This is an optimization exercise on Yosys and OpenROAD, whose aim is small area, not a production implementation.
In this exercise RTL edits were held to simulation tests only and were not proved equivalent to the original.
No driver is modelled on the clock port, so clock power and skew are understated where the tree is cut down; a real chip needs a root buffer or a tree.

Design fft_butterfly, start of the top module:
module fft_butterfly(
    output logic [7:0] result,
    input  logic       Clock,
    input  logic       nReset,
    input  logic       ReadyIn,
    input  logic [7:0] dataIn
);
Settings: LEC_CHECK=0, CAP_MARGIN=20, CORE_MARGIN=2, CORE_UTILIZATION=40, SLEW_MARGIN=20; clock period 10.0 ns.
standard.sh (not shown) runs the stock make flow with config.mk's settings and CLKGATE_MAP_FILE= SYNTH_SCRIPT=/design/flow/synth_recipe.tcl, a recipe that flattens the netlist after the stock synthesis.
==> flow/flow/run.sh <==
#!/bin/bash
# Layout flow: the standard flow, with
#  - the smallest buffer on the ports;
#  - clock tree synthesis without dummy loads.
# Each tool's output is logged by ORFS under orfs/logs; make's output goes to
# flow.log here.
set -euo pipefail
W=$PWD
F=$W/flow
sed "s#^source \$::env(SCRIPTS_DIR)/synth_preamble.tcl\$#&\nlset abc_args 1 $F/abc_area.script#" \
    "$FLOW_HOME/scripts/synth.tcl" > synth_core.tcl
sed "s#^source \$::env(SCRIPTS_DIR)/synth.tcl\$#source $W/synth_core.tcl#" \
    synth_recipe.tcl > synth_area.tcl
grep -q "lset abc_args 1" synth_core.tcl
grep -q "synth_core.tcl" synth_area.tcl
CTS="-sink_clustering_enable -repair_clock_nets -dont_use_dummy_load"
[ -f "$F/cts_args" ] && CTS=$(cat "$F/cts_args")
bash standard.sh "SYNTH_SCRIPT=$W/synth_area.tcl" \
    "BUFFER_PORTS_ARGS=-buffer_cell sky130_fd_sc_hd__buf_1" \
    "CTS_ARGS=$CTS" finish > flow.log 2>&1
==> flow/flow/abc_area.script <==
&get -n
&st
&syn2
&dch -f
&nf -a -R 1000
&st
&syn2
&dch -f
&nf -a -R 1000
&put
strash
dch -f
map -a
topo
==> flow/flow/cts_args <==
-repair_clock_nets -dont_use_dummy_load -buf_list sky130_fd_sc_hd__clkbuf_4 -root_buf sky130_fd_sc_hd__clkbuf_4 -sink_clustering_enable -sink_clustering_size 64 -sink_clustering_max_diameter 1000
The baseline ran to the end with no violations.
Then changed:
==> flow/flow/abc_area.script (replaced) <==
&get -n
&st
&syn2
&dch -f
&nf -a -R 1000
&st
&syn2
&dch -f
&nf -a -R 1000
&put
Design area fell by about 1.2%.
Wire length climbs by 2.5%.
Clock skew fell by 12 ps.
Setup slack is better by 170 ps.
Global-route usage rose by 1.2 points.
Then changed:
==> flow/flow/abc_area.script (replaced) <==
&get -n
&st
&deepsyn -T 60
&syn2
&dch -f
&nf -a -R 1000
&st
&syn2
&dch -f
&nf -a -R 1000
&put
The changed run ran to the end with no violations.
Cell area goes down by 2.2%.
Die area goes down by 2.5%.
Setup slack gets better by 390 ps.
Wire length goes up by 2.1%.
Register-to-register slack gets better by 390 ps.
Global-route usage goes up by 1.6 points.


## red
The RTL this note starts from:
==> flow/design.v <==
module adder(output logic [7:0] result,
             output logic       cout,
             input  logic [7:0] a, b,
             input  logic       cin
);
    logic [8:0] c;
    assign c[0] = cin;
    for (genvar i = 0; i < 8; i++) begin : g_fa
        assign result[i] = a[i] ^ b[i] ^ c[i];
        assign c[i+1]    = (a[i] & b[i]) | (a[i] & c[i]) | (b[i] & c[i]);
    end
    assign cout = c[8];
endmodule
module signed_mult(output logic [7:0] m2,
                   output logic       exact,    
                   input  logic [2:0] address
);
    assign exact = !address[0] & (address[1] ^ address[2]);
    assign m2    = address[0] ? 8'd182 : {7'b1111111, exact};
endmodule
module mem (
    output logic neg,           
    output logic zero,          
    input  logic im,            
    input  logic [2:0] address
);
    always_comb begin
        case ({im, address})
            4'b0_000: begin neg = 0; zero = 0; end
            4'b0_001: begin neg = 0; zero = 0; end
            4'b0_010: begin neg = 0; zero = 1; end
            4'b0_011: begin neg = 1; zero = 0; end
            4'b0_100: begin neg = 1; zero = 0; end
            4'b0_101: begin neg = 1; zero = 0; end
            4'b0_110: begin neg = 0; zero = 0; end
            4'b0_111: begin neg = 0; zero = 0; end
            4'b1_000: begin neg = 0; zero = 1; end
            4'b1_001: begin neg = 1; zero = 0; end
            4'b1_010: begin neg = 1; zero = 0; end
            4'b1_011: begin neg = 1; zero = 0; end
            4'b1_100: begin neg = 0; zero = 1; end
            4'b1_101: begin neg = 0; zero = 0; end
            4'b1_110: begin neg = 0; zero = 0; end
            default:  begin neg = 0; zero = 0; end
        endcase
    end
endmodule
module debounce(
    input  logic clk,
    input  logic nReset,
    input  logic raw,
    output logic debounced
);
    logic [3:0] counter;
    logic       last_raw;
    always_ff @(posedge clk, negedge nReset) begin
        if (!nReset)
            counter <= '0;
        else if (raw != last_raw)
            counter <= '0;
        else
            counter <= counter + 1'b1;
    end
    always_ff @(posedge clk, negedge nReset) begin
        if (!nReset) begin
            last_raw  <= 1'b0;
            debounced <= 1'b0;
        end else begin
            last_raw <= raw;
            if (raw == last_raw && counter == 4'd15)
                debounced <= raw;
        end
    end
endmodule
module controller(
    output logic       load_W,       
    output logic       load_Ra,      
    output logic       clr_B,        
    output logic       step, first, last,   
    output logic [2:0] k,            
    output logic       show,         
    output logic [1:0] sel,          
    input  logic       Clock,
    input  logic       nReset,
    input  logic       ReadyIn       
);
    logic [4:0] state, next;
    assign next[0] = (!state[0] & !state[1] & !ReadyIn) | (!state[0] & state[1] & !state[3] & ReadyIn) | (!state[0] & !state[3] & state[4]) | (state[0] & state[1] & !state[2] & state[3]) | (!state[1] & state[2] & state[3]) | (!state[1] & state[3] & !ReadyIn) | (!state[0] & state[2] & state[3] & ReadyIn);
    assign next[1] = (state[0] & !state[1] & !state[3]) | (!state[0] & state[1] & !state[3]) | (state[0] & !state[1] & ReadyIn) | (!state[0] & state[1] & !state[4]) | (!state[1] & state[2] & state[3]);
    assign next[2] = (state[0] & state[1] & !state[2]) | (state[0] & !state[1] & state[2]) | (!state[0] & state[2] & !state[3]) | (!state[0] & state[1] & state[3] & !ReadyIn) | (!state[0] & state[2] & !state[4]) | (state[1] & !state[2] & state[3] & state[4]);
    assign next[3] = (state[0] & state[1] & state[2] & !state[3]) | (!state[0] & state[3]) | (!state[2] & state[3]) | (!state[1] & state[3]);
    assign next[4] = (!state[3] & state[4]) | (!state[1] & state[4]) | (!state[2] & state[4]) | (state[0] & state[1] & state[3] & !state[4]);
    always_ff @(posedge Clock, negedge nReset) begin
        if (!nReset)
            state <= 5'd8;    
        else
            state <= next;
    end
    assign load_W  = (!state[2] & state[3] & !state[4]);
    assign load_Ra = (state[3] & !state[4]) | (!state[0] & !state[2] & state[3]);
    assign clr_B   = (state[3] & !state[4]);
    assign step    = (!state[3] & state[4]);
    assign first   = (!state[0] & !state[1] & !state[2]);
    assign last    = (state[0] & state[1] & state[2]);
    assign k       = state[2:0];
    assign show    = (!state[3] & !state[4]);
    assign sel[0]  = (state[1]);
    assign sel[1]  = (state[2]);
endmodule
module datapath (
    output logic [7:0] result,
    input  logic [7:0] dataIn,
    input  logic       Clock,
    input  logic       load_W, load_Ra, clr_B,
    input  logic       step, first, last,
    input  logic [2:0] k,
    input  logic       show,
    input  logic [1:0] sel
);
    logic [2:0] idx;
    logic [7:0] Re_A, Re_B;
    logic       inexact;
    logic [7:0] m2;
    logic       exact;
    signed_mult mult_inst(.m2(m2), .exact(exact), .address(idx));
    logic       wneg, wzero;
    mem mem_inst(.neg(wneg), .zero(wzero), .im(sel[0]), .address(idx));
    logic       t, ceil_b, bit_b, cin, cout;
    logic [7:0] opa, opb, sum;
    assign t      = sel[1] ^ wneg;                     
    assign ceil_b = wneg & inexact & idx[0];           
    assign bit_b  = Re_A[k];                           
    assign opa    = step ? (bit_b ? (last ? ~m2 : m2) : 8'd0) :
                    sel[0] ? 8'd0 : Re_A;
    assign opb    = step ? Re_B :
                    wzero ? 8'd0 : (Re_B ^ {8{t}});
    assign cin    = step ? (last ? bit_b : exact) : (!wzero & (t ^ ceil_b));
    adder add_inst(.result(sum), .cout(cout), .a(opa), .b(opb), .cin(cin));
    always_ff @(posedge Clock) begin
        if (load_W) idx <= dataIn[2:0];
        if (step) inexact <= |Re_A[6:0];
        if (load_Ra) Re_A <= dataIn;
        if (clr_B)     Re_B <= 8'd0;
        else if (step) Re_B <= {cout ^ (last & bit_b), sum[7:1]};
    end
    assign result = show ? sum : 8'd0;
endmodule
module fft_butterfly(
    output logic [7:0] result,
    input  logic       Clock,
    input  logic       nReset,
    input  logic       ReadyIn,
    input  logic [7:0] dataIn
);
    logic debouncedReady;
    logic load_W, load_Ra, clr_B, step, first, last, show;
    logic [2:0] k;
    logic [1:0] sel;
    debounce debouncer (
        .clk(Clock), .nReset(nReset), .raw(ReadyIn), .debounced(debouncedReady)
    );
    controller ctrl (
        .load_W(load_W), .load_Ra(load_Ra), .clr_B(clr_B),
        .step(step), .first(first), .last(last), .k(k),
        .show(show), .sel(sel),
        .Clock(Clock), .nReset(nReset), .ReadyIn(debouncedReady)
    );
    datapath datapath_inst (
        .result(result), .dataIn(dataIn), .Clock(Clock),
        .load_W(load_W), .load_Ra(load_Ra), .clr_B(clr_B),
        .step(step), .first(first), .last(last), .k(k),
        .show(show), .sel(sel)
    );
endmodule
export LEC_CHECK = 0
export CAP_MARGIN = 20
export CORE_MARGIN = 2
export CORE_UTILIZATION = 40
export SLEW_MARGIN = 20
create_clock -name core_clock -period 10.0 [get_ports {Clock}]
==> flow/flow/run.sh <==
#!/bin/bash
# Layout flow: the standard flow, with
#  - the smallest buffer on the ports;
#  - a one-level clock tree (flow/clock_tree.tcl) in place of ORFS's CTS,
#    with as few buffers as keep the estimated worst clock-pin slew under
#    flow/slew_target (ns).
# ORFS logs each step under orfs/logs; make's output goes to flow_*.log and
# the clock tree step's to clock_tree.log, here.
set -euo pipefail
W=$PWD
F=$W/flow
sed "s#^source \$::env(SCRIPTS_DIR)/synth_preamble.tcl\$#&\nlset abc_args 1 $F/abc_area.script#" \
    "$FLOW_HOME/scripts/synth.tcl" > synth_core.tcl
sed "s#^source \$::env(SCRIPTS_DIR)/synth.tcl\$#source $W/synth_core.tcl#" \
    synth_recipe.tcl > synth_area.tcl
grep -q "lset abc_args 1" synth_core.tcl
grep -q "synth_core.tcl" synth_area.tcl
VARS=("SYNTH_SCRIPT=$W/synth_area.tcl" "BUFFER_PORTS_ARGS=-buffer_cell sky130_fd_sc_hd__buf_1")
bash standard.sh "${VARS[@]}" place > flow_place.log 2>&1
export RESULTS=$W/orfs/results/sky130hd/fft_butterfly/base
export SLEW_TARGET=$(cat "$F/slew_target")
openroad -no_init -exit "$F/clock_tree.tcl" > clock_tree.log 2>&1
bash standard.sh "${VARS[@]}" finish > flow_finish.log 2>&1
==> flow/flow/slew_target <==
0.095
Other scripts of this flow, unchanged in this note and not shown: flow/flow/abc_area.script, flow/flow/clock_tree.tcl
red finished all stages; the layout is clean.
Setup changes, red to blue
==> flow/flow/slew_target <==
0.100
--- outcome ---
Delta(share of the final layout cell area in multi-input gates, blue - red) > 0
The following lists how green was set up differently from blue:
==> flow/flow/slew_target <==
0.115
Results
- From blue to green the numbers moved as follows: total of fill cells in the finished design increased 5, number of standard cells in the final layout excluding fillers decreased 1.
- Of green and blue, the higher arrival time of data at the critical path endpoint belongs to green.
- | global-route usage | blue vs green | ≈ equal |
- Changes observed in green relative to blue: via count saw little to no change; final setup slack of the worst path fell by 0.022 ns.
- Summary — final net count, green relative to blue: lower, by 0.49%.
No run of this note takes its clock network from TritonCTS; it comes from the design's own scripts or RTL.

==> what the ideal ports hide <==
The results above use ideal ports. As a check the final layouts listed here were re-extracted and re-timed, cells and wires unchanged.
Step 1 sets driving cells, clkbuf_16 on the clock port and buf_2 on the other inputs (assumed; they add their load-dependent delay and slew).
Step 2, shift: input delay + t, output delay - t, t = (earliest + latest rising clock arrival at the registers) / 2. This alone moves slack from input paths to output paths.
Slacks: ideal ports / drivers / drivers and shift; pairs: ideal ports / drivers.
| run | t (ns) | slack for setup (ns) | worst setup path at the end | cell pins on the clock port's net |
|---|---|---|---|---|
| the first run of note 1 | 0.341 | 1.798 / 1.775 / 2.116 | register to output | 1 |
| the second run of note 1 | 0.341 | 1.973 / 1.949 / 2.290 | register to output | 1 |
| the third run of note 1 | 0.350 | 2.364 / 2.339 / 2.689 | register to output | 1 |
| red | 0.174 | 2.330 / 2.277 / 2.451 | register to output | 4 |
| blue | 0.191 | 2.286 / 2.242 / 2.433 | register to output | 4 |
| green | 0.201 | 2.264 / 2.228 / 2.429 | register to output | 3 |
After both steps setup and hold are still met in every run listed.
